Background: an optimization exercise with open tools, aiming at a short achievable clock period and few clock cycles. Do not read the settings as production practice.
Only simulation tests tie the RTL to the original design; equivalence was not proved.
No activity file was given, so power comes from the tool's default toggle rates.

## green
==> flow/design.v <==
module mips_pipeline (
  input         clk,
  input         reset,
  output [31:0] imem_addr,
  input  [31:0] imem_data,
  output [31:0] dmem_addr,
  output [31:0] dmem_wdata,
  output        dmem_we,
  input  [31:0] dmem_rdata
);
reg  [29:0] pc;                        
reg         v_d;
reg  [31:0] ins_d;
reg         pred_d;
reg  [29:0] pc4_d, brt_d;
reg         beq_e, pred_e;
reg         rw_e, ld_e, sw_e;
reg  [4:0]  dst_e;
reg  [29:0] alt_e;
reg  [31:0] rsv_e, rtv_e, imm_e;
reg         sub_e, and_e, or_e, ar_e, slt_e;
reg         fam_e, faw_e, far_e;           
reg         bam_e, baw_e, bar_e, bai_e;    
reg         fbm_e, fbw_e, fbr_e;           
reg  [31:0] rtvx_e;                        
reg         rw_m, ld_m, sw_m;
reg  [4:0]  dst_m;
reg  [31:0] alu_m, sd_m;
reg         rw_w;
reg  [4:0]  dst_w;
reg  [31:0] wbd;
reg  [31:0] rf [1:31];
assign imem_addr = {pc, 2'b00};
wire [29:0] pc_inc = pc + 30'd1;
wire [5:0]  f_op   = imem_data[31:26];
wire        f_j    = (f_op == 6'h02);
wire        f_beq  = (f_op == 6'h04);
wire        f_pred = f_j | (f_beq & (imem_data[15] | (imem_data[25:21] == imem_data[20:16])));
wire [16:0] f_lo   = {1'b0, pc[15:0]} + {1'b0, imem_data[15:0]} + 17'd1;
wire [13:0] pc_hi  = pc[29:16];
wire [13:0] pc_hip = pc_hi + 14'd1;
wire [13:0] pc_him = pc_hi - 14'd1;
wire [13:0] f_hi   = imem_data[15] ? (f_lo[16] ? pc_hi : pc_him)
                                   : (f_lo[16] ? pc_hip : pc_hi);
wire [29:0] f_brt  = {f_hi, f_lo[15:0]};
wire [29:0] f_tgt  = f_j ? {pc_inc[29:26], imem_data[25:0]} : f_brt;
wire [29:0] f_npc  = f_pred ? f_tgt : pc_inc;
wire [5:0] op    = ins_d[31:26];
wire [4:0] rs    = ins_d[25:21];
wire [4:0] rt    = ins_d[20:16];
wire [4:0] rd    = ins_d[15:11];
wire [5:0] funct = ins_d[5:0];
wire [31:0] simm = {{16{ins_d[15]}}, ins_d[15:0]};
wire is_r    = (op == 6'h00);
wire is_addi = (op == 6'h08);
wire is_lw   = (op == 6'h23);
wire is_sw   = (op == 6'h2b);
wire is_beq  = (op == 6'h04);
wire use_rs = is_r | is_addi | is_lw | is_sw | is_beq;
wire use_rt = is_r | is_sw | is_beq;
wire [4:0] dst_d = is_r ? rd : rt;
wire rw_d = (is_r | is_addi | is_lw) && (dst_d != 5'd0);
wire sub_d = is_r & (funct == 6'h22 || funct == 6'h2a);
wire fa_m = rw_e && dst_e == rs;
wire fa_w = rw_m && dst_m == rs;
wire fb_m = rw_e && dst_e == rt;
wire fb_w = rw_m && dst_m == rt;
wire stall = v_d && ld_e &&
             ((use_rs && rs == dst_e) || (use_rt && rt == dst_e));
wire [31:0] wb_rs = (rw_w && dst_w == rs) ? wbd : rf[rs];
wire [31:0] wb_rt = (rw_w && dst_w == rt) ? wbd : rf[rt];
wire [31:0] rsv_d = (rs == 5'd0) ? 32'd0 : wb_rs;
wire [31:0] rtv_d = (rt == 5'd0) ? 32'd0 : wb_rt;
wire [31:0] a  = ({32{fam_e}} & alu_m) | ({32{faw_e}} & wbd) | ({32{far_e}} & rsv_e);
wire [31:0] bf = ({32{fbm_e}} & alu_m) | ({32{fbw_e}} & wbd) | ({32{fbr_e}} & rtv_e);
wire [31:0] bx = ({32{bam_e}} & (alu_m ^ {32{sub_e}})) |
                 ({32{baw_e}} & (wbd ^ {32{sub_e}})) |
                 ({32{bar_e}} & rtvx_e) |
                 ({32{bai_e}} & imm_e);
wire [31:0] sum;
wire        cout;
ks_add32 u_add (.a(a), .b(bx), .ci(sub_e), .s(sum), .co(cout));
wire [31:0] res = ({32{and_e}} & (a & bx)) |
                  ({32{or_e}}  & (a | bx)) |
                  ({32{ar_e}}  & sum) |
                  {31'd0, slt_e & ~cout};
wire eq = (a == bf);
wire ex_redirect = beq_e & (eq != pred_e);
wire id_go       = v_d & ~stall & ~ex_redirect;
always @(posedge clk) begin
  if (reset)            pc <= 30'd0;
  else if (ex_redirect) pc <= alt_e;
  else if (!stall)      pc <= f_npc;
  if (reset || ex_redirect) v_d <= 1'b0;
  else if (!stall)          v_d <= 1'b1;
  if (!stall) begin
    ins_d  <= imem_data;
    pred_d <= f_pred;
    pc4_d  <= pc_inc;
    brt_d  <= f_brt;
  end
  if (reset || !id_go) begin
    beq_e <= 1'b0; rw_e <= 1'b0; ld_e <= 1'b0; sw_e <= 1'b0;
  end else begin
    beq_e <= is_beq;
    rw_e  <= rw_d;
    ld_e  <= is_lw & rw_d;
    sw_e  <= is_sw;
  end
  pred_e   <= pred_d;
  dst_e    <= dst_d;
  alt_e    <= pred_d ? pc4_d : brt_d;
  rsv_e    <= rsv_d;
  rtv_e    <= rtv_d;
  imm_e    <= simm;
  sub_e    <= sub_d;
  and_e    <= is_r & (funct == 6'h24);
  or_e     <= is_r & (funct == 6'h25);
  ar_e     <= ~is_r | (funct == 6'h20) | (funct == 6'h22);
  slt_e    <= is_r & (funct == 6'h2a);
  fam_e    <= fa_m;
  faw_e    <= ~fa_m & fa_w;
  far_e    <= ~fa_m & ~fa_w;
  fbm_e    <= fb_m;
  fbw_e    <= ~fb_m & fb_w;
  fbr_e    <= ~fb_m & ~fb_w;
  bam_e    <= is_r & fb_m;
  baw_e    <= is_r & ~fb_m & fb_w;
  bar_e    <= is_r & ~fb_m & ~fb_w;
  bai_e    <= ~is_r;
  rtvx_e   <= rtv_d ^ {32{sub_d}};
  if (reset) begin
    rw_m <= 1'b0; ld_m <= 1'b0; sw_m <= 1'b0;
  end else begin
    rw_m <= rw_e; ld_m <= ld_e; sw_m <= sw_e;
  end
  dst_m <= dst_e;
  alu_m <= res;
  sd_m  <= bf;
  if (reset) rw_w <= 1'b0;
  else       rw_w <= rw_m;
  dst_w <= dst_m;
  wbd   <= ld_m ? dmem_rdata : alu_m;
  if (rw_w) rf[dst_w] <= wbd;
end
assign dmem_addr  = alu_m;
assign dmem_wdata = sd_m;
assign dmem_we    = sw_m;
endmodule
module ks_add32 (
  input  [31:0] a,
  input  [31:0] b,
  input         ci,
  output [31:0] s,
  output        co
);
wire [31:0] p = a ^ b;
wire [31:0] g0 = a & b;
reg  [31:0] g, t;
integer i, k;
always @(*) begin
  g = g0;
  t = p;
  g[0] = g0[0] | (p[0] & ci);
  for (k = 1; k < 32; k = k * 2)
    for (i = 31; i >= k; i = i - 1) begin
      g[i] = g[i] | (t[i] & g[i-k]);
      t[i] = t[i] & t[i-k];
    end
end
assign s  = p ^ {g[30:0], ci};
assign co = g[31];
endmodule
export LEC_CHECK = 0
export ABC_CLOCK_PERIOD_IN_PS = 2500
export CAP_MARGIN = 20
export CORE_MARGIN = 2
export CORE_UTILIZATION = 65
export SETUP_SLACK_MARGIN = 5
export SLEW_MARGIN = 20
create_clock -name core_clock -period 8.0 [get_ports {clk}]
run.sh (not shown) runs the stock make flow with config.mk's settings and CLKGATE_MAP_FILE= SYNTH_SCRIPT=/design/flow/synth_recipe.tcl, a recipe that flattens the netlist after the stock synthesis.
Testbench counts of green, summed over its fixed seeds: cycles 19,751.
## Diff of input files: orange against green
--- a/flow/design.v
+++ b/flow/design.v
@@ -12,11 +12,11 @@
 reg         v_d;
 reg  [31:0] ins_d;
 reg         pred_d;
 reg  [29:0] pc4_d, brt_d;
 reg         beq_e, pred_e;
-reg         rw_e, ld_e, sw_e;
+reg         rw_e, ld_e, sw_e, mem_e;
 reg  [4:0]  dst_e;
 reg  [29:0] alt_e;
 reg  [31:0] rsv_e, rtv_e, imm_e;
 reg         sub_e, and_e, or_e, ar_e, slt_e;
 reg         fam_e, faw_e, far_e;           
@@ -24,10 +24,11 @@
 reg         fbm_e, fbw_e, fbr_e;           
 reg  [31:0] rtvx_e;                        
 reg         rw_m, ld_m, sw_m;
 reg  [4:0]  dst_m;
 reg  [31:0] alu_m, sd_m;
+reg  [31:0] da_m;                      
 reg         rw_w;
 reg  [4:0]  dst_w;
 reg  [31:0] wbd;
 reg  [31:0] rf [1:31];
 assign imem_addr = {pc, 2'b00};
@@ -98,16 +99,17 @@
     pred_d <= f_pred;
     pc4_d  <= pc_inc;
     brt_d  <= f_brt;
   end
   if (reset || !id_go) begin
-    beq_e <= 1'b0; rw_e <= 1'b0; ld_e <= 1'b0; sw_e <= 1'b0;
+    beq_e <= 1'b0; rw_e <= 1'b0; ld_e <= 1'b0; sw_e <= 1'b0; mem_e <= 1'b0;
   end else begin
     beq_e <= is_beq;
     rw_e  <= rw_d;
     ld_e  <= is_lw & rw_d;
     sw_e  <= is_sw;
+    mem_e <= is_sw | is_lw;
   end
   pred_e   <= pred_d;
   dst_e    <= dst_d;
   alt_e    <= pred_d ? pc4_d : brt_d;
   rsv_e    <= rsv_d;
@@ -134,18 +136,19 @@
   end else begin
     rw_m <= rw_e; ld_m <= ld_e; sw_m <= sw_e;
   end
   dst_m <= dst_e;
   alu_m <= res;
+  da_m  <= sum & {32{mem_e}};
   sd_m  <= bf;
   if (reset) rw_w <= 1'b0;
   else       rw_w <= rw_m;
   dst_w <= dst_m;
   wbd   <= ld_m ? dmem_rdata : alu_m;
   if (rw_w) rf[dst_w] <= wbd;
 end
-assign dmem_addr  = alu_m;
+assign dmem_addr  = da_m;
 assign dmem_wdata = sd_m;
 assign dmem_we    = sw_m;
 endmodule
 module ks_add32 (
   input  [31:0] a,
Notes after the runs:
orange closes out successfully: all stages finished, all timing, DRC and antenna checks passed. NOTE die extent in y green->orange increased slightly. orange ends up with a power that is 0.60% lower than in green. In orange, area of the mapped netlist is higher than in green. orange vs. green: maximum frequency now larger, clock skew now larger. orange vs. green: routed wire length now sits higher; die area now sits higher; non-clock buffer total of the final layout now sits higher; horizontal die dimension now sits higher. Comparing green and orange, the lower cell depth of the worst setup path was measured on orange. Sequential fraction of total cell area for orange is lower than for green.
Testbench counts of orange, summed over its fixed seeds: cycles 19,751.

-- static timing again, ports no longer ideal --
The flow's constraints put no driver on any port. The routed layouts listed below were extracted and timed again, unchanged, in two steps.
Step 1 sets driving cells, clkbuf_16 on the clock port and buf_2 on the other inputs (assumed; they add their load-dependent delay and slew).
Step 2 moves the port delays by t, midway between the first and last clock arrival at a register: inputs arrive t later, outputs are due t later. That takes back most of the time a late clock gives input paths.
Three values: ideal, step 1, step 2; two values: the first two.
run | t, ns | setup WS [ns] | worst setup path after step 2 | worst data-port slew with drivers (ns)
green | 0.822 | 4.130 / 4.130 / 3.384 | input to register | 0.09
orange | 0.826 | 4.328 / 4.338 / 3.529 | input to register | 0.13
After both steps setup and hold are still met in every run listed. For orange, which loses most, drivers alone change the setup slack by +0.010 ns; drivers and shift together by -0.799 ns.
